From an optimization exercise on the open Yosys and OpenROAD flow, aimed at small area; shortcuts taken in it are not production practice.
Function was checked by simulation only, so behaviour that the tests miss may differ from the original.
No activity file was given, so power comes from the tool's default toggle rates.

## design/flow/config.mk

```make
export PLATFORM = sky130hd
export DESIGN_NAME = fir_filter
export DESIGN_NICKNAME = fir_filter
export VERILOG_FILES = /design/flow/design.v
export SDC_FILE = /design/flow/constraint.sdc
export NUM_CORES = 4
export LEC_CHECK = 0
export ABC_AREA = 1
export CAP_MARGIN = 20
export CORE_MARGIN = 2
export CORE_UTILIZATION = 55
export GPL_TIMING_DRIVEN = 0
export SLEW_MARGIN = 20
export SYNTH_HIERARCHICAL = 1
export SYNTH_MINIMUM_KEEP_SIZE = 0
```

## design/flow/constraint.sdc

```tcl
create_clock -name core_clock -period 8.0 [get_ports {clk}]
set_input_delay 1.6000 -clock core_clock [delete_from_list [all_inputs] [get_ports {clk}]]
set_output_delay 1.6000 -clock core_clock [all_outputs]
set_load 0.01 [all_outputs]
```

## design/flow/design.v

```verilog
`timescale 1ns/1ns
module fir_filter (
    input clk,     
    input rst,     
    input signed  [16-1 : 0] input_sig,
    input ready,
    output signed [16-1 : 0] filtred_sig
);
reg [128*16-1 : 0] ring;
reg [6:0] cnt;         
reg [6:0] kidx;        
reg [7:0] ph;          
reg pending;
reg signed [16-1 : 0] stage;
reg [12:0] ncoef;      
reg [27:0] acc;
reg c7, c14, c21;
reg [16-1 : 0] res;
reg res_l, res_c14, res_c21;
wire accept = !rst && ready && (cnt == 7'd127);
reg use_stage;         
wire [16-1 : 0] head = use_stage ? stage : ring[16-1 : 0];
wire clr = (ph == 8'd1);
wire [27:0] acc_sel = clr ? 28'd0 : acc;
wire csel7 = !clr && c7;
wire csel14 = !clr && c14;
wire csel21 = !clr && c21;
wire [6:0] kidx_n = rst ? 7'd1 : kidx + 7'd1 + {6'd0, accept};
wire pending_n = rst ? 1'b0 : accept ? 1'b1 : use_stage ? 1'b0 : pending;
wire [7:0] ph_n = rst ? 8'd129 : accept ? 8'd1 : (ph == 8'd129) ? ph : ph + 8'd1;
wire active_n = (ph_n != 8'd0) && (ph_n <= 8'd128);
wire [12:0] coef = ~ncoef;
wire [5:0] fidx_n = kidx_n[6] ? ~kidx_n[5:0] : kidx_n[5:0];
reg signed [12:0] fc;
always @(*) begin
    case (fidx_n)
    6'd0: fc = 13'sd1;
    6'd1: fc = 13'sd1;
    6'd2: fc = 13'sd1;
    6'd3: fc = 13'sd1;
    6'd4: fc = -13'sd1;
    6'd5: fc = -13'sd2;
    6'd6: fc = -13'sd4;
    6'd7: fc = -13'sd4;
    6'd8: fc = -13'sd2;
    6'd9: fc = 13'sd2;
    6'd10: fc = 13'sd6;
    6'd11: fc = 13'sd9;
    6'd12: fc = 13'sd8;
    6'd13: fc = 13'sd4;
    6'd14: fc = -13'sd4;
    6'd15: fc = -13'sd13;
    6'd16: fc = -13'sd18;
    6'd17: fc = -13'sd16;
    6'd18: fc = -13'sd7;
    6'd19: fc = 13'sd8;
    6'd20: fc = 13'sd23;
    6'd21: fc = 13'sd32;
    6'd22: fc = 13'sd29;
    6'd23: fc = 13'sd12;
    6'd24: fc = -13'sd14;
    6'd25: fc = -13'sd39;
    6'd26: fc = -13'sd54;
    6'd27: fc = -13'sd48;
    6'd28: fc = -13'sd20;
    6'd29: fc = 13'sd22;
    6'd30: fc = 13'sd63;
    6'd31: fc = 13'sd85;
    6'd32: fc = 13'sd75;
    6'd33: fc = 13'sd31;
    6'd34: fc = -13'sd34;
    6'd35: fc = -13'sd97;
    6'd36: fc = -13'sd131;
    6'd37: fc = -13'sd115;
    6'd38: fc = -13'sd48;
    6'd39: fc = 13'sd52;
    6'd40: fc = 13'sd147;
    6'd41: fc = 13'sd197;
    6'd42: fc = 13'sd173;
    6'd43: fc = 13'sd72;
    6'd44: fc = -13'sd78;
    6'd45: fc = -13'sd221;
    6'd46: fc = -13'sd298;
    6'd47: fc = -13'sd262;
    6'd48: fc = -13'sd109;
    6'd49: fc = 13'sd120;
    6'd50: fc = 13'sd344;
    6'd51: fc = 13'sd469;
    6'd52: fc = 13'sd421;
    6'd53: fc = 13'sd179;
    6'd54: fc = -13'sd201;
    6'd55: fc = -13'sd596;
    6'd56: fc = -13'sd846;
    6'd57: fc = -13'sd798;
    6'd58: fc = -13'sd364;
    6'd59: fc = 13'sd448;
    6'd60: fc = 13'sd1517;
    6'd61: fc = 13'sd2638;
    6'd62: fc = 13'sd3568;
    6'd63: fc = 13'sd4095;
    default: fc = 13'sd0;
    endcase
end
wire [14:0] pp0 = head[14:0] & {15{coef[0]}};
wire ppn0 = ~(head[15] & coef[0]);
wire [14:0] pp1 = head[14:0] & {15{coef[1]}};
wire ppn1 = ~(head[15] & coef[1]);
wire [14:0] pp2 = head[14:0] & {15{coef[2]}};
wire ppn2 = ~(head[15] & coef[2]);
wire [14:0] pp3 = head[14:0] & {15{coef[3]}};
wire ppn3 = ~(head[15] & coef[3]);
wire [14:0] pp4 = head[14:0] & {15{coef[4]}};
wire ppn4 = ~(head[15] & coef[4]);
wire [14:0] pp5 = head[14:0] & {15{coef[5]}};
wire ppn5 = ~(head[15] & coef[5]);
wire [14:0] pp6 = head[14:0] & {15{coef[6]}};
wire ppn6 = ~(head[15] & coef[6]);
wire [14:0] pp7 = head[14:0] & {15{coef[7]}};
wire ppn7 = ~(head[15] & coef[7]);
wire [14:0] pp8 = head[14:0] & {15{coef[8]}};
wire ppn8 = ~(head[15] & coef[8]);
wire [14:0] pp9 = head[14:0] & {15{coef[9]}};
wire ppn9 = ~(head[15] & coef[9]);
wire [14:0] pp10 = head[14:0] & {15{coef[10]}};
wire ppn10 = ~(head[15] & coef[10]);
wire [14:0] pp11 = head[14:0] & {15{coef[11]}};
wire ppn11 = ~(head[15] & coef[11]);
wire [14:0] pq = ~(head[14:0] & {15{coef[12]}});
wire pt = head[15] & coef[12];
wire k12 = ~acc_sel[12];
wire k15 = ~acc_sel[15];
wire hs0, hc0;
fir_ha u_hs0 (.a(k12), .b(pp0[12]), .s(hs0), .co(hc0));
wire fs0, fc0;
fir_fa u_fs0 (.a(acc_sel[12]), .b(acc_sel[13]), .c(pp0[13]), .s(fs0), .co(fc0));
wire hs1, hc1;
fir_ha u_hs1 (.a(pp1[12]), .b(pp2[11]), .s(hs1), .co(hc1));
wire fs1, fc1;
fir_fa u_fs1 (.a(acc_sel[14]), .b(pp0[14]), .c(pp1[13]), .s(fs1), .co(fc1));
wire hs2, hc2;
fir_ha u_hs2 (.a(pp2[12]), .b(pp3[11]), .s(hs2), .co(hc2));
wire fs2, fc2;
fir_fa u_fs2 (.a(k15), .b(ppn0), .c(pp1[14]), .s(fs2), .co(fc2));
wire hs3, hc3;
fir_ha u_hs3 (.a(pp2[13]), .b(pp3[12]), .s(hs3), .co(hc3));
wire fs3, fc3;
fir_fa u_fs3 (.a(acc_sel[15]), .b(acc_sel[16]), .c(ppn1), .s(fs3), .co(fc3));
wire hs4, hc4;
fir_ha u_hs4 (.a(pp2[14]), .b(pp3[13]), .s(hs4), .co(hc4));
wire hs5, hc5;
fir_ha u_hs5 (.a(acc_sel[17]), .b(ppn2), .s(hs5), .co(hc5));
wire hs6, hc6;
fir_ha u_hs6 (.a(acc_sel[8]), .b(pp0[8]), .s(hs6), .co(hc6));
wire fs4, fc4;
fir_fa u_fs4 (.a(acc_sel[9]), .b(pp0[9]), .c(pp1[8]), .s(fs4), .co(fc4));
wire hs7, hc7;
fir_ha u_hs7 (.a(pp2[7]), .b(pp3[6]), .s(hs7), .co(hc7));
wire fs5, fc5;
fir_fa u_fs5 (.a(acc_sel[10]), .b(pp0[10]), .c(pp1[9]), .s(fs5), .co(fc5));
wire fs6, fc6;
fir_fa u_fs6 (.a(pp2[8]), .b(pp3[7]), .c(pp4[6]), .s(fs6), .co(fc6));
wire hs8, hc8;
fir_ha u_hs8 (.a(pp5[5]), .b(pp6[4]), .s(hs8), .co(hc8));
wire fs7, fc7;
fir_fa u_fs7 (.a(acc_sel[11]), .b(pp0[11]), .c(pp1[10]), .s(fs7), .co(fc7));
wire fs8, fc8;
fir_fa u_fs8 (.a(pp2[9]), .b(pp3[8]), .c(pp4[7]), .s(fs8), .co(fc8));
wire fs9, fc9;
fir_fa u_fs9 (.a(pp5[6]), .b(pp6[5]), .c(pp7[4]), .s(fs9), .co(fc9));
wire hs9, hc9;
fir_ha u_hs9 (.a(pp8[3]), .b(pp9[2]), .s(hs9), .co(hc9));
wire fs10, fc10;
fir_fa u_fs10 (.a(pp1[11]), .b(pp2[10]), .c(pp3[9]), .s(fs10), .co(fc10));
wire fs11, fc11;
fir_fa u_fs11 (.a(pp4[8]), .b(pp5[7]), .c(pp6[6]), .s(fs11), .co(fc11));
wire fs12, fc12;
fir_fa u_fs12 (.a(pp7[5]), .b(pp8[4]), .c(pp9[3]), .s(fs12), .co(fc12));
wire fs13, fc13;
fir_fa u_fs13 (.a(pp10[2]), .b(pp11[1]), .c(pq[0]), .s(fs13), .co(fc13));
wire fs14, fc14;
fir_fa u_fs14 (.a(pp3[10]), .b(pp4[9]), .c(pp5[8]), .s(fs14), .co(fc14));
wire fs15, fc15;
fir_fa u_fs15 (.a(pp6[7]), .b(pp7[6]), .c(pp8[5]), .s(fs15), .co(fc15));
wire fs16, fc16;
fir_fa u_fs16 (.a(pp9[4]), .b(pp10[3]), .c(pp11[2]), .s(fs16), .co(fc16));
wire fs17, fc17;
fir_fa u_fs17 (.a(pq[1]), .b(hc0), .c(fs0), .s(fs17), .co(fc17));
wire fs18, fc18;
fir_fa u_fs18 (.a(pp4[10]), .b(pp5[9]), .c(pp6[8]), .s(fs18), .co(fc18));
wire fs19, fc19;
fir_fa u_fs19 (.a(pp7[7]), .b(pp8[6]), .c(pp9[5]), .s(fs19), .co(fc19));
wire fs20, fc20;
fir_fa u_fs20 (.a(pp10[4]), .b(pp11[3]), .c(pq[2]), .s(fs20), .co(fc20));
wire fs21, fc21;
fir_fa u_fs21 (.a(fc0), .b(hc1), .c(fs1), .s(fs21), .co(fc21));
wire fs22, fc22;
fir_fa u_fs22 (.a(pp4[11]), .b(pp5[10]), .c(pp6[9]), .s(fs22), .co(fc22));
wire fs23, fc23;
fir_fa u_fs23 (.a(pp7[8]), .b(pp8[7]), .c(pp9[6]), .s(fs23), .co(fc23));
wire fs24, fc24;
fir_fa u_fs24 (.a(pp10[5]), .b(pp11[4]), .c(pq[3]), .s(fs24), .co(fc24));
wire fs25, fc25;
fir_fa u_fs25 (.a(fc1), .b(hc2), .c(fs2), .s(fs25), .co(fc25));
wire fs26, fc26;
fir_fa u_fs26 (.a(pp4[12]), .b(pp5[11]), .c(pp6[10]), .s(fs26), .co(fc26));
wire fs27, fc27;
fir_fa u_fs27 (.a(pp7[9]), .b(pp8[8]), .c(pp9[7]), .s(fs27), .co(fc27));
wire fs28, fc28;
fir_fa u_fs28 (.a(pp10[6]), .b(pp11[5]), .c(pq[4]), .s(fs28), .co(fc28));
wire fs29, fc29;
fir_fa u_fs29 (.a(fc2), .b(hc3), .c(fs3), .s(fs29), .co(fc29));
wire fs30, fc30;
fir_fa u_fs30 (.a(pp3[14]), .b(pp4[13]), .c(pp5[12]), .s(fs30), .co(fc30));
wire fs31, fc31;
fir_fa u_fs31 (.a(pp6[11]), .b(pp7[10]), .c(pp8[9]), .s(fs31), .co(fc31));
wire fs32, fc32;
fir_fa u_fs32 (.a(pp9[8]), .b(pp10[7]), .c(pp11[6]), .s(fs32), .co(fc32));
wire fs33, fc33;
fir_fa u_fs33 (.a(pq[5]), .b(fc3), .c(hc4), .s(fs33), .co(fc33));
wire fs34, fc34;
fir_fa u_fs34 (.a(acc_sel[18]), .b(ppn3), .c(pp4[14]), .s(fs34), .co(fc34));
wire fs35, fc35;
fir_fa u_fs35 (.a(pp5[13]), .b(pp6[12]), .c(pp7[11]), .s(fs35), .co(fc35));
wire fs36, fc36;
fir_fa u_fs36 (.a(pp8[10]), .b(pp9[9]), .c(pp10[8]), .s(fs36), .co(fc36));
wire hs10, hc10;
fir_ha u_hs10 (.a(pp11[7]), .b(pq[6]), .s(hs10), .co(hc10));
wire fs37, fc37;
fir_fa u_fs37 (.a(acc_sel[19]), .b(ppn4), .c(pp5[14]), .s(fs37), .co(fc37));
wire fs38, fc38;
fir_fa u_fs38 (.a(pp6[13]), .b(pp7[12]), .c(pp8[11]), .s(fs38), .co(fc38));
wire hs11, hc11;
fir_ha u_hs11 (.a(pp9[10]), .b(pp10[9]), .s(hs11), .co(hc11));
wire fs39, fc39;
fir_fa u_fs39 (.a(acc_sel[20]), .b(ppn5), .c(pp6[14]), .s(fs39), .co(fc39));
wire hs12, hc12;
fir_ha u_hs12 (.a(pp7[13]), .b(pp8[12]), .s(hs12), .co(hc12));
wire hs13, hc13;
fir_ha u_hs13 (.a(acc_sel[21]), .b(ppn6), .s(hs13), .co(hc13));
wire hs14, hc14;
fir_ha u_hs14 (.a(acc_sel[5]), .b(pp0[5]), .s(hs14), .co(hc14));
wire fs40, fc40;
fir_fa u_fs40 (.a(acc_sel[6]), .b(pp0[6]), .c(pp1[5]), .s(fs40), .co(fc40));
wire hs15, hc15;
fir_ha u_hs15 (.a(pp2[4]), .b(pp3[3]), .s(hs15), .co(hc15));
wire fs41, fc41;
fir_fa u_fs41 (.a(acc_sel[7]), .b(pp0[7]), .c(pp1[6]), .s(fs41), .co(fc41));
wire fs42, fc42;
fir_fa u_fs42 (.a(pp2[5]), .b(pp3[4]), .c(pp4[3]), .s(fs42), .co(fc42));
wire hs16, hc16;
fir_ha u_hs16 (.a(pp5[2]), .b(pp6[1]), .s(hs16), .co(hc16));
wire fs43, fc43;
fir_fa u_fs43 (.a(pp1[7]), .b(pp2[6]), .c(pp3[5]), .s(fs43), .co(fc43));
wire fs44, fc44;
fir_fa u_fs44 (.a(pp4[4]), .b(pp5[3]), .c(pp6[2]), .s(fs44), .co(fc44));
wire fs45, fc45;
fir_fa u_fs45 (.a(pp7[1]), .b(pp8[0]), .c(hs6), .s(fs45), .co(fc45));
wire fs46, fc46;
fir_fa u_fs46 (.a(pp4[5]), .b(pp5[4]), .c(pp6[3]), .s(fs46), .co(fc46));
wire fs47, fc47;
fir_fa u_fs47 (.a(pp7[2]), .b(pp8[1]), .c(pp9[0]), .s(fs47), .co(fc47));
wire fs48, fc48;
fir_fa u_fs48 (.a(hc6), .b(fs4), .c(hs7), .s(fs48), .co(fc48));
wire fs49, fc49;
fir_fa u_fs49 (.a(pp7[3]), .b(pp8[2]), .c(pp9[1]), .s(fs49), .co(fc49));
wire fs50, fc50;
fir_fa u_fs50 (.a(pp10[0]), .b(fc4), .c(hc7), .s(fs50), .co(fc50));
wire fs51, fc51;
fir_fa u_fs51 (.a(fs5), .b(fs6), .c(hs8), .s(fs51), .co(fc51));
wire fs52, fc52;
fir_fa u_fs52 (.a(pp10[1]), .b(pp11[0]), .c(fc5), .s(fs52), .co(fc52));
wire fs53, fc53;
fir_fa u_fs53 (.a(fc6), .b(hc8), .c(fs7), .s(fs53), .co(fc53));
wire fs54, fc54;
fir_fa u_fs54 (.a(fs8), .b(fs9), .c(hs9), .s(fs54), .co(fc54));
wire fs55, fc55;
fir_fa u_fs55 (.a(fc7), .b(fc8), .c(fc9), .s(fs55), .co(fc55));
wire fs56, fc56;
fir_fa u_fs56 (.a(hc9), .b(fs10), .c(fs11), .s(fs56), .co(fc56));
wire fs57, fc57;
fir_fa u_fs57 (.a(fs12), .b(fs13), .c(hs0), .s(fs57), .co(fc57));
wire fs58, fc58;
fir_fa u_fs58 (.a(fc10), .b(fc11), .c(fc12), .s(fs58), .co(fc58));
wire fs59, fc59;
fir_fa u_fs59 (.a(fc13), .b(fs14), .c(fs15), .s(fs59), .co(fc59));
wire fs60, fc60;
fir_fa u_fs60 (.a(fs16), .b(hs1), .c(fs17), .s(fs60), .co(fc60));
wire fs61, fc61;
fir_fa u_fs61 (.a(fc14), .b(fc15), .c(fc16), .s(fs61), .co(fc61));
wire fs62, fc62;
fir_fa u_fs62 (.a(fs18), .b(fs19), .c(fs20), .s(fs62), .co(fc62));
wire fs63, fc63;
fir_fa u_fs63 (.a(hs2), .b(fc17), .c(fs21), .s(fs63), .co(fc63));
wire fs64, fc64;
fir_fa u_fs64 (.a(fc18), .b(fc19), .c(fc20), .s(fs64), .co(fc64));
wire fs65, fc65;
fir_fa u_fs65 (.a(fs22), .b(fs23), .c(fs24), .s(fs65), .co(fc65));
wire fs66, fc66;
fir_fa u_fs66 (.a(hs3), .b(fc21), .c(fs25), .s(fs66), .co(fc66));
wire fs67, fc67;
fir_fa u_fs67 (.a(fc22), .b(fc23), .c(fc24), .s(fs67), .co(fc67));
wire fs68, fc68;
fir_fa u_fs68 (.a(fs26), .b(fs27), .c(fs28), .s(fs68), .co(fc68));
wire fs69, fc69;
fir_fa u_fs69 (.a(hs4), .b(fc25), .c(fs29), .s(fs69), .co(fc69));
wire fs70, fc70;
fir_fa u_fs70 (.a(fc26), .b(fc27), .c(fc28), .s(fs70), .co(fc70));
wire fs71, fc71;
fir_fa u_fs71 (.a(fs30), .b(fs31), .c(fs32), .s(fs71), .co(fc71));
wire fs72, fc72;
fir_fa u_fs72 (.a(hs5), .b(fc29), .c(fs33), .s(fs72), .co(fc72));
wire fs73, fc73;
fir_fa u_fs73 (.a(fc30), .b(fc31), .c(fc32), .s(fs73), .co(fc73));
wire fs74, fc74;
fir_fa u_fs74 (.a(fs34), .b(fs35), .c(fs36), .s(fs74), .co(fc74));
wire fs75, fc75;
fir_fa u_fs75 (.a(hs10), .b(hc5), .c(fc33), .s(fs75), .co(fc75));
wire fs76, fc76;
fir_fa u_fs76 (.a(pp11[8]), .b(pq[7]), .c(fc34), .s(fs76), .co(fc76));
wire fs77, fc77;
fir_fa u_fs77 (.a(fc35), .b(fc36), .c(hc10), .s(fs77), .co(fc77));
wire fs78, fc78;
fir_fa u_fs78 (.a(fs37), .b(fs38), .c(hs11), .s(fs78), .co(fc78));
wire fs79, fc79;
fir_fa u_fs79 (.a(pp9[11]), .b(pp10[10]), .c(pp11[9]), .s(fs79), .co(fc79));
wire fs80, fc80;
fir_fa u_fs80 (.a(pq[8]), .b(fc37), .c(fc38), .s(fs80), .co(fc80));
wire fs81, fc81;
fir_fa u_fs81 (.a(hc11), .b(fs39), .c(hs12), .s(fs81), .co(fc81));
wire fs82, fc82;
fir_fa u_fs82 (.a(pp7[14]), .b(pp8[13]), .c(pp9[12]), .s(fs82), .co(fc82));
wire fs83, fc83;
fir_fa u_fs83 (.a(pp10[11]), .b(pp11[10]), .c(pq[9]), .s(fs83), .co(fc83));
wire fs84, fc84;
fir_fa u_fs84 (.a(fc39), .b(hc12), .c(hs13), .s(fs84), .co(fc84));
wire fs85, fc85;
fir_fa u_fs85 (.a(acc_sel[22]), .b(ppn7), .c(pp8[14]), .s(fs85), .co(fc85));
wire fs86, fc86;
fir_fa u_fs86 (.a(pp9[13]), .b(pp10[12]), .c(pp11[11]), .s(fs86), .co(fc86));
wire hs17, hc17;
fir_ha u_hs17 (.a(pq[10]), .b(hc13), .s(hs17), .co(hc17));
wire fs87, fc87;
fir_fa u_fs87 (.a(acc_sel[23]), .b(ppn8), .c(pp9[14]), .s(fs87), .co(fc87));
wire hs18, hc18;
fir_ha u_hs18 (.a(pp10[13]), .b(pp11[12]), .s(hs18), .co(hc18));
wire hs19, hc19;
fir_ha u_hs19 (.a(acc_sel[24]), .b(ppn9), .s(hs19), .co(hc19));
wire hs20, hc20;
fir_ha u_hs20 (.a(acc_sel[3]), .b(pp0[3]), .s(hs20), .co(hc20));
wire fs88, fc88;
fir_fa u_fs88 (.a(acc_sel[4]), .b(pp0[4]), .c(pp1[3]), .s(fs88), .co(fc88));
wire hs21, hc21;
fir_ha u_hs21 (.a(pp2[2]), .b(pp3[1]), .s(hs21), .co(hc21));
wire fs89, fc89;
fir_fa u_fs89 (.a(pp1[4]), .b(pp2[3]), .c(pp3[2]), .s(fs89), .co(fc89));
wire fs90, fc90;
fir_fa u_fs90 (.a(pp4[1]), .b(pp5[0]), .c(hs14), .s(fs90), .co(fc90));
wire fs91, fc91;
fir_fa u_fs91 (.a(pp4[2]), .b(pp5[1]), .c(pp6[0]), .s(fs91), .co(fc91));
wire fs92, fc92;
fir_fa u_fs92 (.a(hc14), .b(fs40), .c(hs15), .s(fs92), .co(fc92));
wire fs93, fc93;
fir_fa u_fs93 (.a(pp7[0]), .b(fc40), .c(hc15), .s(fs93), .co(fc93));
wire fs94, fc94;
fir_fa u_fs94 (.a(fs41), .b(fs42), .c(hs16), .s(fs94), .co(fc94));
wire fs95, fc95;
fir_fa u_fs95 (.a(fc41), .b(fc42), .c(hc16), .s(fs95), .co(fc95));
wire fs96, fc96;
fir_fa u_fs96 (.a(fs43), .b(fs44), .c(fs45), .s(fs96), .co(fc96));
wire fs97, fc97;
fir_fa u_fs97 (.a(fc43), .b(fc44), .c(fs46), .s(fs97), .co(fc97));
wire fs98, fc98;
fir_fa u_fs98 (.a(fs47), .b(fc45), .c(fs48), .s(fs98), .co(fc98));
wire fs99, fc99;
fir_fa u_fs99 (.a(fc46), .b(fc47), .c(fs49), .s(fs99), .co(fc99));
wire fs100, fc100;
fir_fa u_fs100 (.a(fc48), .b(fs50), .c(fs51), .s(fs100), .co(fc100));
wire fs101, fc101;
fir_fa u_fs101 (.a(fc49), .b(fc50), .c(fc51), .s(fs101), .co(fc101));
wire fs102, fc102;
fir_fa u_fs102 (.a(fs52), .b(fs53), .c(fs54), .s(fs102), .co(fc102));
wire fs103, fc103;
fir_fa u_fs103 (.a(fc52), .b(fc53), .c(fc54), .s(fs103), .co(fc103));
wire fs104, fc104;
fir_fa u_fs104 (.a(fs55), .b(fs56), .c(fs57), .s(fs104), .co(fc104));
wire fs105, fc105;
fir_fa u_fs105 (.a(fc55), .b(fc56), .c(fc57), .s(fs105), .co(fc105));
wire fs106, fc106;
fir_fa u_fs106 (.a(fs58), .b(fs59), .c(fs60), .s(fs106), .co(fc106));
wire fs107, fc107;
fir_fa u_fs107 (.a(fc58), .b(fc59), .c(fs61), .s(fs107), .co(fc107));
wire fs108, fc108;
fir_fa u_fs108 (.a(fs62), .b(fc60), .c(fs63), .s(fs108), .co(fc108));
wire fs109, fc109;
fir_fa u_fs109 (.a(fc61), .b(fc62), .c(fs64), .s(fs109), .co(fc109));
wire fs110, fc110;
fir_fa u_fs110 (.a(fs65), .b(fc63), .c(fs66), .s(fs110), .co(fc110));
wire fs111, fc111;
fir_fa u_fs111 (.a(fc64), .b(fc65), .c(fs67), .s(fs111), .co(fc111));
wire fs112, fc112;
fir_fa u_fs112 (.a(fs68), .b(fc66), .c(fs69), .s(fs112), .co(fc112));
wire fs113, fc113;
fir_fa u_fs113 (.a(fc67), .b(fc68), .c(fs70), .s(fs113), .co(fc113));
wire fs114, fc114;
fir_fa u_fs114 (.a(fs71), .b(fc69), .c(fs72), .s(fs114), .co(fc114));
wire fs115, fc115;
fir_fa u_fs115 (.a(fc70), .b(fc71), .c(fs73), .s(fs115), .co(fc115));
wire fs116, fc116;
fir_fa u_fs116 (.a(fs74), .b(fc72), .c(fs75), .s(fs116), .co(fc116));
wire fs117, fc117;
fir_fa u_fs117 (.a(fc73), .b(fc74), .c(fs76), .s(fs117), .co(fc117));
wire fs118, fc118;
fir_fa u_fs118 (.a(fs77), .b(fs78), .c(fc75), .s(fs118), .co(fc118));
wire fs119, fc119;
fir_fa u_fs119 (.a(fs79), .b(fc76), .c(fc77), .s(fs119), .co(fc119));
wire fs120, fc120;
fir_fa u_fs120 (.a(fc78), .b(fs80), .c(fs81), .s(fs120), .co(fc120));
wire fs121, fc121;
fir_fa u_fs121 (.a(fc79), .b(fs82), .c(fs83), .s(fs121), .co(fc121));
wire fs122, fc122;
fir_fa u_fs122 (.a(fc80), .b(fc81), .c(fs84), .s(fs122), .co(fc122));
wire fs123, fc123;
fir_fa u_fs123 (.a(fc82), .b(fc83), .c(fs85), .s(fs123), .co(fc123));
wire fs124, fc124;
fir_fa u_fs124 (.a(fs86), .b(fc84), .c(hs17), .s(fs124), .co(fc124));
wire fs125, fc125;
fir_fa u_fs125 (.a(pq[11]), .b(fc85), .c(fc86), .s(fs125), .co(fc125));
wire fs126, fc126;
fir_fa u_fs126 (.a(fs87), .b(hs18), .c(hc17), .s(fs126), .co(fc126));
wire fs127, fc127;
fir_fa u_fs127 (.a(pp10[14]), .b(pp11[13]), .c(pq[12]), .s(fs127), .co(fc127));
wire fs128, fc128;
fir_fa u_fs128 (.a(fc87), .b(hc18), .c(hs19), .s(fs128), .co(fc128));
wire fs129, fc129;
fir_fa u_fs129 (.a(acc_sel[25]), .b(ppn10), .c(pp11[14]), .s(fs129), .co(fc129));
wire hs22, hc22;
fir_ha u_hs22 (.a(pq[13]), .b(hc19), .s(hs22), .co(hc22));
wire hs23, hc23;
fir_ha u_hs23 (.a(acc_sel[26]), .b(ppn11), .s(hs23), .co(hc23));
wire hs24, hc24;
fir_ha u_hs24 (.a(acc_sel[2]), .b(pp0[2]), .s(hs24), .co(hc24));
wire fs130, fc130;
fir_fa u_fs130 (.a(pp1[2]), .b(pp2[1]), .c(pp3[0]), .s(fs130), .co(fc130));
wire fs131, fc131;
fir_fa u_fs131 (.a(pp4[0]), .b(hc20), .c(fs88), .s(fs131), .co(fc131));
wire fs132, fc132;
fir_fa u_fs132 (.a(fc88), .b(hc21), .c(fs89), .s(fs132), .co(fc132));
wire fs133, fc133;
fir_fa u_fs133 (.a(fc89), .b(fs91), .c(fc90), .s(fs133), .co(fc133));
wire fs134, fc134;
fir_fa u_fs134 (.a(fc91), .b(fc92), .c(fs93), .s(fs134), .co(fc134));
wire fs135, fc135;
fir_fa u_fs135 (.a(fc93), .b(fc94), .c(fs95), .s(fs135), .co(fc135));
wire fs136, fc136;
fir_fa u_fs136 (.a(fc95), .b(fs97), .c(fc96), .s(fs136), .co(fc136));
wire fs137, fc137;
fir_fa u_fs137 (.a(fc97), .b(fs99), .c(fc98), .s(fs137), .co(fc137));
wire fs138, fc138;
fir_fa u_fs138 (.a(fc99), .b(fc100), .c(fs101), .s(fs138), .co(fc138));
wire fs139, fc139;
fir_fa u_fs139 (.a(fc101), .b(fc102), .c(fs103), .s(fs139), .co(fc139));
wire fs140, fc140;
fir_fa u_fs140 (.a(fc103), .b(fc104), .c(fs105), .s(fs140), .co(fc140));
wire fs141, fc141;
fir_fa u_fs141 (.a(fc105), .b(fs107), .c(fc106), .s(fs141), .co(fc141));
wire fs142, fc142;
fir_fa u_fs142 (.a(fc107), .b(fs109), .c(fc108), .s(fs142), .co(fc142));
wire fs143, fc143;
fir_fa u_fs143 (.a(fc109), .b(fs111), .c(fc110), .s(fs143), .co(fc143));
wire fs144, fc144;
fir_fa u_fs144 (.a(fc111), .b(fs113), .c(fc112), .s(fs144), .co(fc144));
wire fs145, fc145;
fir_fa u_fs145 (.a(fc113), .b(fs115), .c(fc114), .s(fs145), .co(fc145));
wire fs146, fc146;
fir_fa u_fs146 (.a(fc115), .b(fs117), .c(fc116), .s(fs146), .co(fc146));
wire fs147, fc147;
fir_fa u_fs147 (.a(fc117), .b(fs119), .c(fs120), .s(fs147), .co(fc147));
wire fs148, fc148;
fir_fa u_fs148 (.a(fs121), .b(fc119), .c(fc120), .s(fs148), .co(fc148));
wire fs149, fc149;
fir_fa u_fs149 (.a(fc121), .b(fs123), .c(fc122), .s(fs149), .co(fc149));
wire fs150, fc150;
fir_fa u_fs150 (.a(fc123), .b(fs125), .c(fc124), .s(fs150), .co(fc150));
wire fs151, fc151;
fir_fa u_fs151 (.a(fs127), .b(fc125), .c(fs128), .s(fs151), .co(fc151));
wire fs152, fc152;
fir_fa u_fs152 (.a(fc127), .b(fs129), .c(fc128), .s(fs152), .co(fc152));
wire fs153, fc153;
fir_fa u_fs153 (.a(pq[14]), .b(fc129), .c(hs23), .s(fs153), .co(fc153));
wire hs25, hc25;
fir_ha u_hs25 (.a(acc_sel[27]), .b(pt), .s(hs25), .co(hc25));
wire hs26, hc26;
fir_ha u_hs26 (.a(acc_sel[1]), .b(pp0[1]), .s(hs26), .co(hc26));
wire fs154, fc154;
fir_fa u_fs154 (.a(pp1[1]), .b(pp2[0]), .c(hs24), .s(fs154), .co(fc154));
wire fs155, fc155;
fir_fa u_fs155 (.a(hc24), .b(fs130), .c(hs20), .s(fs155), .co(fc155));
wire fs156, fc156;
fir_fa u_fs156 (.a(fc130), .b(hs21), .c(fs131), .s(fs156), .co(fc156));
wire fs157, fc157;
fir_fa u_fs157 (.a(fc131), .b(fs132), .c(fs90), .s(fs157), .co(fc157));
wire fs158, fc158;
fir_fa u_fs158 (.a(fc132), .b(fs92), .c(fs133), .s(fs158), .co(fc158));
wire fs159, fc159;
fir_fa u_fs159 (.a(fs94), .b(fc133), .c(fs134), .s(fs159), .co(fc159));
wire fs160, fc160;
fir_fa u_fs160 (.a(fc134), .b(fs135), .c(fs96), .s(fs160), .co(fc160));
wire fs161, fc161;
fir_fa u_fs161 (.a(fc135), .b(fs98), .c(fs136), .s(fs161), .co(fc161));
wire fs162, fc162;
fir_fa u_fs162 (.a(fs100), .b(fc136), .c(fs137), .s(fs162), .co(fc162));
wire fs163, fc163;
fir_fa u_fs163 (.a(fs102), .b(fc137), .c(fs138), .s(fs163), .co(fc163));
wire fs164, fc164;
fir_fa u_fs164 (.a(fs104), .b(fc138), .c(fs139), .s(fs164), .co(fc164));
wire fs165, fc165;
fir_fa u_fs165 (.a(fc139), .b(fs140), .c(fs106), .s(fs165), .co(fc165));
wire fs166, fc166;
fir_fa u_fs166 (.a(fc140), .b(fs108), .c(fs141), .s(fs166), .co(fc166));
wire fs167, fc167;
fir_fa u_fs167 (.a(fs110), .b(fc141), .c(fs142), .s(fs167), .co(fc167));
wire fs168, fc168;
fir_fa u_fs168 (.a(fs112), .b(fc142), .c(fs143), .s(fs168), .co(fc168));
wire fs169, fc169;
fir_fa u_fs169 (.a(fs114), .b(fc143), .c(fs144), .s(fs169), .co(fc169));
wire fs170, fc170;
fir_fa u_fs170 (.a(fs116), .b(fc144), .c(fs145), .s(fs170), .co(fc170));
wire fs171, fc171;
fir_fa u_fs171 (.a(fs118), .b(fc145), .c(fs146), .s(fs171), .co(fc171));
wire fs172, fc172;
fir_fa u_fs172 (.a(fs147), .b(fc118), .c(fc146), .s(fs172), .co(fc172));
wire fs173, fc173;
fir_fa u_fs173 (.a(fs122), .b(fc147), .c(fs148), .s(fs173), .co(fc173));
wire fs174, fc174;
fir_fa u_fs174 (.a(fs124), .b(fc148), .c(fs149), .s(fs174), .co(fc174));
wire fs175, fc175;
fir_fa u_fs175 (.a(fs126), .b(fc149), .c(fs150), .s(fs175), .co(fc175));
wire fs176, fc176;
fir_fa u_fs176 (.a(fs151), .b(fc126), .c(fc150), .s(fs176), .co(fc176));
wire fs177, fc177;
fir_fa u_fs177 (.a(hs22), .b(fc151), .c(fs152), .s(fs177), .co(fc177));
wire fs178, fc178;
fir_fa u_fs178 (.a(fs153), .b(hc22), .c(fc152), .s(fs178), .co(fc178));
wire fs179, fc179;
fir_fa u_fs179 (.a(hs25), .b(hc23), .c(fc153), .s(fs179), .co(fc179));
wire hs27, hc27;
fir_ha u_hs27 (.a(acc_sel[0]), .b(pp0[0]), .s(hs27), .co(hc27));
wire fs180, fc180;
fir_fa u_fs180 (.a(hs26), .b(pp1[0]), .c(hc27), .s(fs180), .co(fc180));
wire fs181, fc181;
fir_fa u_fs181 (.a(hc26), .b(fs154), .c(fc180), .s(fs181), .co(fc181));
wire fs182, fc182;
fir_fa u_fs182 (.a(fc154), .b(fs155), .c(fc181), .s(fs182), .co(fc182));
wire fs183, fc183;
fir_fa u_fs183 (.a(fc155), .b(fs156), .c(fc182), .s(fs183), .co(fc183));
wire fs184, fc184;
fir_fa u_fs184 (.a(fc156), .b(fs157), .c(fc183), .s(fs184), .co(fc184));
wire fs185, fc185;
fir_fa u_fs185 (.a(fc157), .b(fs158), .c(fc184), .s(fs185), .co(fc185));
wire cout7 = fc185;
wire fs186, fc186;
fir_fa u_fs186 (.a(fc158), .b(fs159), .c(csel7), .s(fs186), .co(fc186));
wire fs187, fc187;
fir_fa u_fs187 (.a(fc159), .b(fs160), .c(fc186), .s(fs187), .co(fc187));
wire fs188, fc188;
fir_fa u_fs188 (.a(fc160), .b(fs161), .c(fc187), .s(fs188), .co(fc188));
wire fs189, fc189;
fir_fa u_fs189 (.a(fc161), .b(fs162), .c(fc188), .s(fs189), .co(fc189));
wire fs190, fc190;
fir_fa u_fs190 (.a(fc162), .b(fs163), .c(fc189), .s(fs190), .co(fc190));
wire fs191, fc191;
fir_fa u_fs191 (.a(fc163), .b(fs164), .c(fc190), .s(fs191), .co(fc191));
wire fs192, fc192;
fir_fa u_fs192 (.a(fc164), .b(fs165), .c(fc191), .s(fs192), .co(fc192));
wire cout14 = fc192;
wire fs193, fc193;
fir_fa u_fs193 (.a(fc165), .b(fs166), .c(csel14), .s(fs193), .co(fc193));
wire fs194, fc194;
fir_fa u_fs194 (.a(fc166), .b(fs167), .c(fc193), .s(fs194), .co(fc194));
wire fs195, fc195;
fir_fa u_fs195 (.a(fc167), .b(fs168), .c(fc194), .s(fs195), .co(fc195));
wire fs196, fc196;
fir_fa u_fs196 (.a(fc168), .b(fs169), .c(fc195), .s(fs196), .co(fc196));
wire fs197, fc197;
fir_fa u_fs197 (.a(fc169), .b(fs170), .c(fc196), .s(fs197), .co(fc197));
wire fs198, fc198;
fir_fa u_fs198 (.a(fc170), .b(fs171), .c(fc197), .s(fs198), .co(fc198));
wire fs199, fc199;
fir_fa u_fs199 (.a(fc171), .b(fs172), .c(fc198), .s(fs199), .co(fc199));
wire cout21 = fc199;
wire fs200, fc200;
fir_fa u_fs200 (.a(fc172), .b(fs173), .c(csel21), .s(fs200), .co(fc200));
wire fs201, fc201;
fir_fa u_fs201 (.a(fc173), .b(fs174), .c(fc200), .s(fs201), .co(fc201));
wire fs202, fc202;
fir_fa u_fs202 (.a(fc174), .b(fs175), .c(fc201), .s(fs202), .co(fc202));
wire fs203, fc203;
fir_fa u_fs203 (.a(fc175), .b(fs176), .c(fc202), .s(fs203), .co(fc203));
wire fs204, fc204;
fir_fa u_fs204 (.a(fc176), .b(fs177), .c(fc203), .s(fs204), .co(fc204));
wire fs205, fc205;
fir_fa u_fs205 (.a(fc177), .b(fs178), .c(fc204), .s(fs205), .co(fc205));
wire fs206, fc206;
fir_fa u_fs206 (.a(fc178), .b(fs179), .c(fc205), .s(fs206), .co(fc206));
wire [27:0] sum = {fs206, fs205, fs204, fs203, fs202, fs201, fs200, fs199, fs198, fs197, fs196, fs195, fs194, fs193, fs192, fs191, fs190, fs189, fs188, fs187, fs186, fs185, fs184, fs183, fs182, fs181, fs180, hs27};
always @(posedge clk) begin
    ring <= {head, ring[128*16-1 : 16]};
    acc <= sum;
    c7 <= cout7;
    c14 <= cout14;
    c21 <= cout21;
    ncoef <= (active_n && kidx_n != 7'd124 && kidx_n != 7'd125) ? ~fc : 13'h1fff;
    kidx <= kidx_n;
    ph <= ph_n;
    pending <= pending_n;
    use_stage <= pending_n && (kidx_n == 7'd1);
    if (rst)
        cnt <= 7'd127;
    else if (ready)
        cnt <= cnt + 7'd1;
    if (accept)
        stage <= input_sig;
    if (accept) begin
        res <= sum[27:12];
        res_c14 <= cout14;
        res_c21 <= cout21;
        res_l <= cout7 && (sum[11:7] == 5'h1f);
    end
end
wire os0 = res[0] ^ res_l;
wire oc0 = res[0] & res_l;
wire os1 = res[1] ^ oc0;
wire oc1 = res[1] & oc0;
wire os2 = res[2] ^ res_c14 ^ oc1;
wire oc2 = (res[2] & res_c14) | (oc1 & (res[2] ^ res_c14));
wire os3 = res[3] ^ oc2;
wire oc3 = res[3] & oc2;
wire os4 = res[4] ^ oc3;
wire oc4 = res[4] & oc3;
wire os5 = res[5] ^ oc4;
wire oc5 = res[5] & oc4;
wire os6 = res[6] ^ oc5;
wire oc6 = res[6] & oc5;
wire os7 = res[7] ^ oc6;
wire oc7 = res[7] & oc6;
wire os8 = res[8] ^ oc7;
wire oc8 = res[8] & oc7;
wire os9 = res[9] ^ res_c21 ^ oc8;
wire oc9 = (res[9] & res_c21) | (oc8 & (res[9] ^ res_c21));
wire os10 = res[10] ^ oc9;
wire oc10 = res[10] & oc9;
wire os11 = res[11] ^ oc10;
wire oc11 = res[11] & oc10;
wire os12 = res[12] ^ oc11;
wire oc12 = res[12] & oc11;
wire os13 = res[13] ^ oc12;
wire oc13 = res[13] & oc12;
wire os14 = res[14] ^ oc13;
wire oc14 = res[14] & oc13;
wire os15 = res[15] ^ oc14;
wire oc15 = res[15] & oc14;
assign filtred_sig = {os15, os14, os13, os12, os11, os10, os9, os8, os7, os6, os5, os4, os3, os2, os1, os0};
endmodule
module fir_fa (input a, input b, input c, output s, output co);
assign s = a ^ b ^ c;
assign co = (a & b) | (c & (a ^ b));
endmodule
module fir_ha (input a, input b, output s, output co);
assign s = a ^ b;
assign co = a & b;
endmodule
```

## design/flow/flow/run.sh

```bash
#!/bin/bash
set -e
cd "$(dirname "$0")/.."
cp standard.sh standard_sh_copy.txt
export CTS_ARGS="$(cat flow/cts_args.txt)"
export BUFFER_PORTS_ARGS="$(cat flow/buffer_ports_args.txt)"
{ echo "CTS_ARGS=$CTS_ARGS"; echo "BUFFER_PORTS_ARGS=$BUFFER_PORTS_ARGS"; } > flow_settings.log
export REMOVE_ABC_BUFFERS=1
echo "REMOVE_ABC_BUFFERS=1" >> flow_settings.log
bash standard.sh > standard.log 2>&1
```

## design/flow/flow/buffer_ports_args.txt

```
-buffer_cell sky130_fd_sc_hd__buf_1
```

## design/flow/flow/cts_args.txt

```
-sink_clustering_enable -repair_clock_nets -sink_buffer_max_cap_derate 1.0 -dont_use_dummy_load -buf_list sky130_fd_sc_hd__clkbuf_4 -sink_clustering_size 12 -sink_clustering_max_diameter 40
```

## design/flow/standard.sh

```bash
#!/bin/bash
# synth_recipe.tcl (not shown) runs the flow's synth.tcl, then flattens the netlist and writes it again
# the make line also repeats each setting of config.mk as NAME=value (left out here)
make -C /OpenROAD-flow-scripts/flow DESIGN_CONFIG=/design/flow/config.mk WORK_HOME=/design/flow/orfs CLKGATE_MAP_FILE= SYNTH_SCRIPT=/design/flow/synth_recipe.tcl "${@:-finish}"
```

==> impl_metrics.toml, run 1 <==
[status]
status = "no timing/DRC/antenna violations"

[global_routing]
grt_pass1_vias = 22100
grt_overflow_total = 0
grt_pass1_wl_um = 113000
grt_max_degree = 31
antenna_found_initial = 3
groute.usage.overall_pct = 15.1

[critical_path]
slowest_delay_ns = 0.59
ff2ff_setup_slack_ns = 0.38
regToRegEndpoint = "res[8]"
start_kind = "register"
cp.arrival_ns = 8.45
worstSetupEndpoint = "res[8]"
reg2reg_depth = 18
worstPathMaxFanout = 17
cp_cell_sequence = "inv_1 > or2_2 > o21ai_4 > buf_12 > nor2_1 > fa_1 > fa_1 > fa_1 > fa_1 > fa_1 > fa_1 > fa_1 > fa_1 > fa_1 > fa_1 > fa_1 > fa_1 > fa_1"
startpoint = "use_stage"
slowest_stage = "dfxtp_4"
cp_data_required_time_ns = 8.83
worst_path_most_repeated_cell = "fa_1"
critPathKind = "register to register"
endpoint_kind = "register"
reg2reg_from = "use_stage"

[logic_synthesis]
syn_inst = 3178
synth_edf_count = 35
ys_seq_area_share_pct = 84.0
synth_ff_type = "dfxtp_1"
netlist_area_um2 = 51700
yosysWarnings = 7
avgSynthCellArea_um2 = 16.3
async_flop_share_pct = 0
synth_seq_cells = 2151
ys_types = 36

[clock_tree]
h-tree-depth = 4
cts_hold_buf = 0
clk_path_buf_depth = 3
clock_latency_ns = 1.10
path_clk_slew_ns = 0.10
cts_resized = 2
clkSinkCount = 2151
root_buffer = "clkbuf_4"
post_cts_buffers = 0
cts_tree = "done"
numCtsBuffers = 210

[sta]
whs_ns = 0.225
max_freq_ghz = 0.131
slew_viol_final = 0
tightest_slew_ns = 0.968
setup_violations = 0
clock_skew_ns = 0.157
setup_slack_ns = 0.380
min_period_over_period_pct = 95.3
finalHoldViolations = 0
rsz0062_at_grt = "false"
relSlewSlack_pct = 35.4
period_needed_ns = 7.62

[place]
dpl.hpwl_um = 41800
numPortBuffers = 34
pre_cts_ws_ns = -0.327
gp_congestion = 0.749

[final_layout]
area_growth_syn_to_layout_pct = 6.37
final_layout_size_suffix_gt1_share_pct = 9.13
postLayoutCoreUtil_pct = 59.0
nets = 3657

[detailed_routing]
drt_iter0_markers = 754
routed_wl_um = 68800
via_count = 20700
vias_per_cell = 4.45
ant_nets = 0
first_pass_iters = 8
drcViolationCount = 0
wl_per_cell_um = 14.8

[floorplan]
die_h_um = 310
die_x_um = 310
rows = 112
core_um2 = 93200
io_pins = 35
initial_core_util_pct = 55.4
die_area_um2 = 96400

[pwr]
ir_drop_mv = 0.249
power_density_nw_per_um2 = 333
leakagePower_uw = 0.0227

[worst_hold_path]
worstHoldPathType = "register to register"

[flow_run]
drv_cap = 0
-- metal layers --
metal  global-route usage (%)  share of wire (%)  vias up
met5                        0                  0        -
met4                     6.76                2.9        0
met3                     4.20                4.6      167
met2                     22.9                 44      357
met1                     20.2                 48    10000
li1                         -                  -    10100
-- Yosys stat by module (local to each module, per instance) --
module | flops+latches | copies in the design | cells
fir_fa | 0 | 207 | 1
fir_filter | 2151 | 1 | 2943
fir_ha | 0 | 28 | 1
-- layout by cell type (no fill, tap or decap), types with 9 or more instances in the layout --
master,count
nand2_2,13
nand4_1,9
edfxtp_1,35
nand2_1,171
nand3_1,78
inv_1,95
o21ai_2,12
dfxtp_1,2115
clkbuf_4,210
nor2_1,237
fa_1,209
or2_2,30
buf_1,34
a21oi_1,9
ha_1,53
-- metrics by stage --
step                      power, uW  instances  TNS (ns)  instance area, um2
after detailed placement      14600       4418    -0.825               53400
after floorplan               13500       3114         0               51300
final                         18300       4636         0               55000
after global placement        14500       4402    -16.82               53000
after global routing          19400       4632         0               54900
after CTS                     18600       4628         0               54900
-- Yosys cell counts, drive strengths merged (9+ instances only) --
master  number  area (um2)
a21oi       10        53.8
buf         30         218
clkbuf      34         128
dfxtp     2116       42400
edfxtp      35        1050
fa         209        4180
ha          53         663
inv        100         378
nand2      188         766
nand3       82         438
nand4        9        56.3
nor2       241         912
o21ai       24         124
or2         30         188
-- critical path, delay by kind of cell, from the launching register on --
family | cells | cell delay (ns)
buf+inv | 2 | 0.57
compound gates | 1 | 0.08
simple gates | 2 | 0.49
flops | 1 | 0.59
fa+ha+maj | 13 | 5.72
-- worst min-delay path by stage --
stage | endpoint | start | cells past startpoint
floorplan | ring[0] | ring[16] | 0
global placement | ring[900] | ring[916] | 0
detailed placement | ring[1199] | ring[1215] | 0
CTS | ring[2004] | ring[2020] | 0
global route | ring[2004] | ring[2020] | 0
finish | ring[2004] | ring[2020] | 0
-- state kept, by name (all words and copies together), names as in the netlist --
register and flops:
c21 1, use_stage 1, ncoef 13, res_c21 1
stage 16, acc 28, res 16, ring 2048
cnt 7, c14 1, res_c14 1, res_l 1
pending 1, kidx 7, ph 8, c7 1
-- cell families (layout without fill, tap and decap cells) --
group	after synthesis	in the layout	share of synthesized area, %
xor+xnor	6	6	0.116
simple gates	557	557	4.66
fa+ha+maj	262	262	9.38
compound gates	38	38	0.419
other cells	0	8	0
buf+inv	164	360	1.40
flops	2151	2151	84.0
-- cell type report --
cell class | instances | area [um2]
Antenna cell | 8 | 20.0
Sequential cell | 2151 | 43400
Timing Repair Buffer | 50 | 375
Inverter | 100 | 378
Fill cell | 7176 | 38200
Tap cell | 1254 | 1570
Multi-Input combinational cell | 863 | 7620
Clock buffer | 210 | 1580
-- power breakdown --
group / switching [uW] / internal, uW / total, uW
Combinational: 1490 / 1140 / 2630
Clock: 2820 / 1210 / 4030
Sequential: 200 / 11400 / 11600
Total: 4510 / 13800 / 18300
==> run 2, diff against run 1 <==
--- a/design/flow/flow/run.sh
+++ b/design/flow/flow/run.sh
@@ -7,4 +7,6 @@
 { echo "CTS_ARGS=$CTS_ARGS"; echo "BUFFER_PORTS_ARGS=$BUFFER_PORTS_ARGS"; } > flow_settings.log
 export REMOVE_ABC_BUFFERS=1
 echo "REMOVE_ABC_BUFFERS=1" >> flow_settings.log
+export RECOVER_POWER=100
+echo "RECOVER_POWER=100" >> flow_settings.log
 bash standard.sh > standard.log 2>&1
==> design/flow/flow/cts_args.txt (replaced) <==
-sink_clustering_enable -repair_clock_nets -sink_buffer_max_cap_derate 1.0 -dont_use_dummy_load -buf_list sky130_fd_sc_hd__clkbuf_4 -sink_clustering_size 11 -sink_clustering_max_diameter 40
==> run 2 against run 1 <==
Against the previous run: now fails the layout checks on capacitance limit, slew limit; flip-flop and latch count unchanged; first-iteration DRC count fell by 3.2%; clock skew down 0.044 ns; combinational power barely moved; fmax shrank 0.43%; non-clock buffer count unchanged.
==> impl_metrics.toml, run 2 <==
[status]
status = "complete, but fails checks"
checkFailReasons = "capacitance limit, slew limit"

[detailed_routing]
wl_per_cell_um = 14.9
vias_per_cell = 4.47
ant_nets = 0
drcViolationCount = 0
routed_wl_um = 69100
drt_iter0_markers = 730
via_count = 20800
first_pass_iters = 5

[logic_synthesis]
synth_seq_cells = 2151
yosysTopAreaCell = "dfxtp_1"
ys_types = 36
yosysWarnings = 7
yosysTopAreaCellShare_pct = 82.0
yosys-top-cells-area = "dfxtp_1, fa_1, edfxtp_1, nor2_1, ha_1"
synth_common_cells = "dfxtp_1, nor2_1, fa_1"
syn_inst = 3178
async_flop_share_pct = 0
avgSynthCellArea_um2 = 16.3
synth_edf_count = 35
synth_ff_type = "dfxtp_1"
netlist_area_um2 = 51700
ys_seq_area_share_pct = 84.0
synth_most_common_cell = "dfxtp_1"

[clock_tree]
cts_tree = "done"
path_clk_slew_ns = 0.11
clock_latency_ns = 1.08
clkSinkCount = 2151
root_buffer = "clkbuf_4"
numCtsBuffers = 226
h-tree-depth = 4
clk_path_buf_depth = 3
cts_hold_buf = 0

[critical_path]
worstPathMaxFanout = 17
ff2ff_setup_slack_ns = 0.35
cp.arrival_ns = 8.45
endpoint_kind = "register"
start_kind = "register"
cp_data_required_time_ns = 8.80
critPathKind = "register to register"

[sta]
min_period_over_period_pct = 95.7
setup_violations = 0
finalHoldViolations = 0
relSlewSlack_pct = -25.1
period_needed_ns = 7.65
tightest_slew_ns = 1.88
setup-tns-final_ns = 0
rsz0062_at_grt = "false"
clock_skew_ns = 0.114
max_freq_ghz = 0.131
slew_viol_final = 26

[final_layout]
final_layout_size_suffix_gt1_share_pct = 9.09
multiInputGateArea_um2 = 7560
largest_register = "ring"
regArea_um2 = 43400
layout_commonest_cell = "dfxtp_1"
nets = 3673
nFillCells = 7148
most-common-layout-cells = "dfxtp_1, nor2_1, clkbuf_4, fa_1, nand2_1"
largest_reg_flops = 2048
largest_registers = "ring x2048, acc x28"
area_growth_syn_to_layout_pct = 6.45

[floorplan]
die_x_um = 310
initial_core_util_pct = 55.4
core_um2 = 93200
rows = 112
die_area_um2 = 96400
die_h_um = 310
io_pins = 35

[pwr]
leakagePower_uw = 0.0227
clock_power_share_pct = 22.6
ir_drop_mv = 0.245
comb_power_share_pct = 14.2
finalPower_uw = 18400
seq_power_share_pct = 63.3
p_int_uw = 13900
power_density_nw_per_um2 = 334
power_switching_uw = 4520
swShare_pct = 24.6

[global_routing]
grt_max_degree = 31
groute.usage.overall_pct = 15.1
grt_overflow_total = 0
antenna_found_initial = 3
grt_pass1_vias = 22300
grt_pass1_wl_um = 114000

[place]
dpl.hpwl_um = 41800
gp_congestion = 0.749
numPortBuffers = 34

[worst_hold_path]
worstHoldPathType = "register to register"

[flow_run]
drv_cap = 1
==> run 2: power groups by stage <==
stage               Sequential (uW)  Clock [uW]  Combinational [uW]
global placement              11900           0                2600
CTS                           11600        4410                2710
floorplan                     11800           0                1760
finish                        11600        4150                2600
detailed placement            11900           0                2690
global route                  11700        4840                2990
==> run 2: Yosys stat by module, one instance, submodules excluded <==
| module | copies in the design | flops+latches | cells inside |
|---|---|---|---|
| fir_filter | 1 | 2151 | 2943 |
| fir_fa | 207 | 0 | 1 |
| fir_ha | 28 | 0 | 1 |
==> run 2: area by class of cell <==
type,instances,area share [%]
antenna,7,0.0319
clock buffer,226,3.08
inverter,100,0.687
multi-input combinational,863,13.7
sequential,2151,78.9
tap,1254,2.85
timing repair buffer,50,0.653
==> run 2: worst max-delay path: stages, from the launching register on <==
cell	delay, ns
dfxtp_4	0.58
inv_1	0.37
or2_2	0.41
o21ai_4	0.07
buf_12	0.18
nor2_1	0.08
fa_1	0.54
fa_1	0.43
fa_1	0.46
fa_1	0.39
fa_1	0.52
fa_1	0.45
fa_1	0.44
fa_1	0.41
fa_1	0.41
fa_1	0.40
fa_1	0.39
fa_1	0.39
fa_1	0.49
==> run 2: path summary, 6_finish.rpt <==
kind / start / to / cells after the start
worst max-delay path: use_stage / res[8] / 18
worst min-delay path: ring[1124] / ring[1108] / 0
worst max register to register: use_stage / res[8] / 18
worst min register to register: ring[1124] / ring[1108] / 0
==> run 2: layer usage <==
metal	vias up	routed length [um]	track usage (%)
met2	411	30700	23.0
met3	169	3560	4.46
met5	-	0	0
met4	0	1960	6.86
li1	10200	-	-
met1	10000	32800	20.1
==> run 2: cells by family (layout without fill, tap and decap cells) <==
family / Yosys count / after routing / share of synthesized area, %
AND/OR/NAND/NOR: 557 / 557 / 4.66
AO/OA/AOI/OAI: 38 / 38 / 0.419
adder cells (fa/ha/maj): 262 / 262 / 9.38
buffers and inverters: 164 / 376 / 1.40
flip-flops: 2151 / 2151 / 84.0
other: 0 / 7 / 0
XOR/XNOR: 6 / 6 / 0.116
==> run 2: metrics by stage <==
step                      setup slack, ns  util (%)  hold WS [ns]  instances  instance area (um2)
final                               0.347      59.0         0.249       4651                55000
after CTS                           0.247      59.1         0.244       4644                55100
after global routing                0.104      59.0         0.249       4651                55000
after detailed placement           -0.327      57.3         0.312       4418                53400
after floorplan                     0.654         -         0.310       3114                51300
after global placement              -1.56      56.9         0.310       4402                53000
==> run 2: what timing repair did <==
| action | CTS | global route |
|---|---|---|
| endpoints found under the setup margin | 4 | 0 |
| gates resized for setup | 2 | 0 |
| setup buffers | 0 | 0 |
| endpoints found under the hold margin | 0 | 0 |
==> run 3, diff against run 2 <==
--- a/design/flow/flow/run.sh
+++ b/design/flow/flow/run.sh
@@ -7,6 +7,4 @@
 { echo "CTS_ARGS=$CTS_ARGS"; echo "BUFFER_PORTS_ARGS=$BUFFER_PORTS_ARGS"; } > flow_settings.log
 export REMOVE_ABC_BUFFERS=1
 echo "REMOVE_ABC_BUFFERS=1" >> flow_settings.log
-export RECOVER_POWER=100
-echo "RECOVER_POWER=100" >> flow_settings.log
 bash standard.sh > standard.log 2>&1
==> run 3 against run 2 <==
Against the previous run: combinational power about the same; worst setup slack worse by 0.021 ns; non-clock buffer count unchanged; sequential power about the same; critical path type unchanged; design area rose by 0.14%; area after synthesis is the same; now clean on timing, DRC and antenna; clock power about the same.
==> impl_metrics.toml, run 3 <==
[place]
detailed_place.area_um2 = 53400
gp_congestion = 0.749
dpl.hpwl_um = 41800
numPortBuffers = 34

[logic_synthesis]
yosysTopAreaCell = "dfxtp_1"
synth_seq_cells = 2151
yosysTopAreaCellShare_pct = 82.0
netlist_area_um2 = 51700
yosys-top-cells-area = "dfxtp_1, fa_1, edfxtp_1, nor2_1, ha_1"
avgSynthCellArea_um2 = 16.3
synth_ff_type = "dfxtp_1"
async_flop_share_pct = 0
yosysWarnings = 7
syn_inst = 3178
ys_types = 36
synth_common_cells = "dfxtp_1, nor2_1, fa_1"
synth_edf_count = 35
synth_most_common_cell = "dfxtp_1"
ys_seq_area_share_pct = 84.0

[clock_tree]
cts_tree = "done"
h-tree-depth = 4
root_buffer = "clkbuf_4"
cts_resized = 2
numCtsBuffers = 226
clock_latency_ns = 1.08
path_clk_slew_ns = 0.11
clk_path_buf_depth = 3
cts_hold_buf = 0
post_cts_buffers = 0
clkSinkCount = 2151

[pwr]
power_density_nw_per_um2 = 334
ir_drop_mv = 0.239
leakagePower_uw = 0.0227

[sta]
period_needed_ns = 7.67
clock_skew_ns = 0.113
relSlewSlack_pct = 33.7
finalHoldViolations = 0
setup-tns-final_ns = 0
slew_viol_final = 0
tightest_slew_ns = 0.993
max_freq_ghz = 0.130
min_period_over_period_pct = 95.9
rsz0062_at_grt = "false"
setup_violations = 0

[global_routing]
grt_max_degree = 31
grt_overflow_total = 0
grt_pass1_vias = 22300
groute.usage.overall_pct = 15.1
grt_pass1_wl_um = 114000
antenna_found_initial = 3

[worst_hold_path]
worstHoldPathType = "register to register"
hold_depth = 0

[floorplan]
io_pins = 35
die_h_um = 310
die_x_um = 310
die_area_um2 = 96400
rows = 112
core_um2 = 93200
initial_core_util_pct = 55.4

[final_layout]
area_growth_syn_to_layout_pct = 6.60
final_layout_size_suffix_gt1_share_pct = 9.56
layout_commonest_cell = "dfxtp_1"
largest_register = "ring"
nets = 3673
regArea_um2 = 43400
design_area_um2 = 55100
nFillCells = 7137
largest_registers = "ring x2048, acc x28"
multiInputGateArea_um2 = 7620
largest_reg_flops = 2048
most-common-layout-cells = "dfxtp_1, nor2_1, clkbuf_4, fa_1, nand2_1"

[critical_path]
reg2reg_depth = 18
cp.arrival_ns = 8.47
critPathKind = "register to register"
endpoint_kind = "register"
cp_data_required_time_ns = 8.80
worstPathMaxFanout = 17
start_kind = "register"

[detailed_routing]
via_count = 20800
first_pass_iters = 5
ant_nets = 0
drcViolationCount = 0
routed_wl_um = 69100
drt_iter0_markers = 706
vias_per_cell = 4.47
wl_per_cell_um = 14.9

[status]
status = "no timing/DRC/antenna violations"

[flow_run]
drv_cap = 0
## run 3: cell families (layout without fill, tap and decap cells)
group / Yosys count / in the layout / share of synthesized area [%]
xor+xnor: 6 / 6 / 0.116
fa+ha+maj: 262 / 262 / 9.38
other cells: 0 / 7 / 0
simple gates: 557 / 557 / 4.66
flops: 2151 / 2151 / 84.0
buf+inv: 164 / 376 / 1.40
compound gates: 38 / 38 / 0.419
## run 3: final cells by class
| cell class | instances | area share [%] |
|---|---|---|
| inverters | 100 | 0.686 |
| repair buffers | 50 | 0.682 |
| multi-input cells | 863 | 13.8 |
| diodes | 7 | 0.0318 |
| well taps | 1254 | 2.85 |
| clock buffers | 226 | 3.08 |
| flip-flops and latches | 2151 | 78.8 |
## run 3: path summary, 6_finish.rpt
path                            startpoint    endpoint  slack, ns
worst max register to register   use_stage      res[8]       0.33
worst max-delay path             use_stage      res[8]       0.33
worst min-delay path            ring[1124]  ring[1108]       0.25
worst min register to register  ring[1124]  ring[1108]       0.25
## run 3: power breakdown
part	switching, uW	internal [uW]
registers	199	11400
logic	1470	1140
clock network	2850	1290
## run 3: per-layer routing
metal  up-vias  GRT usage, %  share of wire [%]
li1      10200             -                  -
met1     10000          20.1                 47
met2       423          23.0                 45
met3       172          4.46                5.5
met4         0          6.86                2.9
met5         -             0                  0
## run 3: per-stage QoR
stage                     std cells  hold slack, ns  worst slack (ns)  power, uW  util, %
after floorplan                3114           0.310             0.654      13500        -
after global placement         4402           0.310             -1.56      14500     56.9
after detailed placement       4418           0.312            -0.327      14600     57.3
after CTS                      4644           0.244             0.247      18800     59.1
after global routing           4651           0.249            0.0915      19500     59.1
final                          4651           0.249             0.326      18400     59.1
## run 3: critical path: stages, from the launching register on
cell and delay [ns]:
dfxtp_4 0.59, inv_1 0.38, or2_2 0.41, o21ai_4 0.07, buf_12 0.18, nor2_1 0.08
fa_1 0.54, fa_1 0.43, fa_1 0.46, fa_1 0.39, fa_1 0.52, fa_1 0.45
fa_1 0.44, fa_1 0.41, fa_1 0.41, fa_1 0.40, fa_1 0.39, fa_1 0.39
fa_1 0.49
## run 3: modules after synthesis, one instance, submodules excluded
module,flops+latches,cells inside,cell area (um2)
fir_fa,0,1,20.0
fir_filter,2151,2943,47200
fir_ha,0,1,12.5
==> run 4, diff against run 3 <==
--- a/design/flow/config.mk
+++ b/design/flow/config.mk
@@ -6,10 +6,10 @@
 export NUM_CORES = 4
 export LEC_CHECK = 0
 export ABC_AREA = 1
-export CAP_MARGIN = 20
+export CAP_MARGIN = 5
 export CORE_MARGIN = 2
 export CORE_UTILIZATION = 55
 export GPL_TIMING_DRIVEN = 0
-export SLEW_MARGIN = 20
+export SLEW_MARGIN = 5
 export SYNTH_HIERARCHICAL = 1
 export SYNTH_MINIMUM_KEEP_SIZE = 0
==> run 4 against run 3 <==
Against the previous run: cell count grew 0.15%; critical path depth rose by 2; design area increased by 0.10%; still clean; power hardly changed; area after synthesis unchanged; hold slack worse by 0.014 ns; sequential share of layout area is 0.081 points lower; die area did not move; register-to-register slack better by 0.097 ns; critical path type unchanged; sequential power is essentially flat; largest power group unchanged; synthesized cell count is the same.
==> impl_metrics.toml, run 4 <==
[clock_tree]
clock_latency_ns = 1.10
root_buffer = "clkbuf_4"
path_clk_slew_ns = 0.10
clkSinkCount = 2151
clk_path_buf_depth = 3
cts_tree = "done"
numCtsBuffers = 227
h-tree-depth = 4

[floorplan]
initial_core_util_pct = 55.4
core_um2 = 93200
die_x_um = 310
io_pins = 35
die_h_um = 310
die_area_um2 = 96400
rows = 112

[critical_path]
endpoint_kind = "register"
startpoint = "ph[0]"
cp_cell_sequence = "ha_1 > nand2_1 > nor2_1 > and3_4 > inv_1 > nand2_1 > inv_1 > fa_1 > fa_1 > fa_1 > fa_1 > fa_1 > fa_1 > fa_1 > fa_1 > fa_1 > fa_1 > fa_1 > fa_1 > fa_1"
regToRegEndpoint = "res[8]"
slowest_delay_ns = 0.56
worst_path_most_repeated_cell = "fa_1"
crit_family = "adder cells"
ff2ff_setup_slack_ns = 0.42
critPathKind = "register to register"
worstSetupEndpoint = "res[8]"
reg2reg_from = "ph[0]"
worstPathMaxFanout = 30
cp.arrival_ns = 8.41
cp_data_required_time_ns = 8.83
start_kind = "register"
slowest_stage = "fa_1"
critPathBufInv = 2
crit_cells = 20
reg2reg_depth = 20

[final_layout]
largest_registers = "ring x2048, acc x28"
most-common-layout-cells = "dfxtp_1, nor2_1, clkbuf_4, fa_1, nand2_1"
largest_register = "ring"
largest_reg_flops = 2048
area_growth_syn_to_layout_pct = 6.71
final_layout_size_suffix_gt1_share_pct = 9.61
layout_commonest_cell = "dfxtp_1"
nFillCells = 7144
fin_cells = 4658
nets = 3677

[place]
dp_cells = 4418
numPortBuffers = 34
dpl.hpwl_um = 41700
gp_congestion = 0.749

[sta]
relSlewSlack_pct = 22.3
period_needed_ns = 7.58
slew_viol_final = 0
clock_skew_ns = 0.134
setup_violations = 0
min_period_over_period_pct = 94.7
setup-tns-final_ns = 0
tightest_slew_ns = 1.16
rsz0062_at_grt = "false"
finalHoldViolations = 0
max_freq_ghz = 0.132

[logic_synthesis]
async_flop_share_pct = 0
ys_types = 36
synth_common_cells = "dfxtp_1, nor2_1, fa_1"
avgSynthCellArea_um2 = 16.3
yosysTopAreaCellShare_pct = 82.0
yosys-top-cells-area = "dfxtp_1, fa_1, edfxtp_1, nor2_1, ha_1"
synth_seq_cells = 2151
synth_most_common_cell = "dfxtp_1"
syn_inst = 3178
yosysTopAreaCell = "dfxtp_1"
ys_seq_area_share_pct = 84.0
netlist_area_um2 = 51700
synth_edf_count = 35
yosysWarnings = 7
synth_ff_type = "dfxtp_1"

[detailed_routing]
vias_per_cell = 4.47
drcViolationCount = 0
ant_nets = 0
first_pass_iters = 7
wl_per_cell_um = 14.8
via_count = 20800
routed_wl_um = 68900
drt_iter0_markers = 982

[global_routing]
grt_pass1_vias = 22500
groute.usage.overall_pct = 15.1
antenna_found_initial = 3
grt_max_degree = 31
grt_overflow_total = 0
grt_pass1_wl_um = 114000

[pwr]
seq_power_share_pct = 63.2
power_density_nw_per_um2 = 334
leakagePower_uw = 0.0228
power_switching_uw = 4520
ir_drop_mv = 0.245
clock_power_share_pct = 22.5
swShare_pct = 24.6
p_int_uw = 13900
comb_power_share_pct = 14.2

[status]
status = "no timing/DRC/antenna violations"

[flow_run]
drv_cap = 0

[worst_hold_path]
worstHoldPathType = "register to register"
run 4: cell types whose count changed in the layout (fill, tap and decap cells not counted), sizes merged:
cell | previous run | this run
buf | 50 | 53
diode | 7 | 10
clkbuf | 226 | 227
clkinvlp | 0 | 1
inv | 100 | 99
run 4: logic make-up after synthesis:
family,after synthesis,share of synthesized area (%)
fa+ha+maj,262,9.38
flops,2151,84.0
buf+inv,164,1.40
xor+xnor,6,0.116
simple gates,557,4.66
compound gates,38,0.419
run 4: repair_timing:
item,4_1_cts,5_1_grt
buffers inserted,3,0
setup endpoints to repair,10,2
hold buffers,0,0
cloned,0,0
resized for setup,3,2
run 4: cell type report:
cell class | instances | area, um2 | share of cell area [%]
Timing Repair Buffer | 53 | 449 | 0.815
Clock buffer | 227 | 1700 | 3.09
Sequential cell | 2151 | 43400 | 78.8
Inverter | 100 | 382 | 0.692
Tap cell | 1254 | 1570 | 2.85
Antenna cell | 10 | 25.0 | 0.0454
Multi-Input combinational cell | 863 | 7590 | 13.8
run 4: power groups by stage:
stage | Clock (uW) | Combinational, uW | Sequential [uW]
6_report | 4140 | 2620 | 11600
4_1_cts | 4400 | 2720 | 11600
2_1_floorplan | 0 | 1760 | 11800
3_3_place_gp | 0 | 2600 | 11900
3_5_place_dp | 0 | 2710 | 11900
5_1_grt | 4840 | 3000 | 11700
run 4: metal layers:
layer | routed length (um) | vias up | track usage [%]
met3 | 3200 | 142 | 4.13
met5 | 13 | - | 0
met4 | 2180 | 2 | 7.46
met2 | 30500 | 389 | 22.7
li1 | - | 10200 | -
met1 | 33000 | 10100 | 20.4
run 4: worst reg2reg max path: cells and delay by family, from the launching register on:
family	cells	cell delay [ns]
adders and majority gates	14	5.94
and+or+nand+nor	4	0.85
DFF	1	0.41
buffers and inverters	2	0.22
run 4: through the flow:
stage / utilization (%) / cell area, um2 / setup slack, ns / power, uW / hold slack, ns
final: 59.2 / 55100 / 0.423 / 18400 / 0.235
after global routing: 59.1 / 55100 / 0.166 / 19500 / 0.215
after CTS: 59.1 / 55100 / 0.147 / 18800 / 0.212
after detailed placement: 57.3 / 53400 / -0.814 / 14600 / 0.312
after global placement: 56.9 / 53000 / -1.56 / 14500 / 0.310
after floorplan: - / 51300 / 0.654 / 13500 / 0.310
run 4: per-module statistics from Yosys (local to each module, per instance):
module / area (um2) / cells / flops+latches
fir_fa: 20.0 / 1 / 0
fir_filter: 47200 / 2943 / 2151
fir_ha: 12.5 / 1 / 0
run 4: worst min-delay path by stage:
stage / slack, ns / from / end / depth (start not counted)
floorplan: 0.31 / ring[16] / ring[0] / 0
CTS: 0.21 / ring[2020] / ring[2004] / 0
detailed placement: 0.31 / ring[1206] / ring[1190] / 0
global route: 0.22 / ring[2020] / ring[2004] / 0
global placement: 0.31 / ring[916] / ring[900] / 0
finish: 0.23 / ring[2020] / ring[2004] / 0

Re-timed with assumed drivers on the ports (clkbuf_16 on the clock, buf_2 on other inputs), run 4 has 0.423 ns of setup slack against 0.423 ns with ideal ports, and 0.423 ns once port delays also move by the mid clock arrival of 1.092 ns.
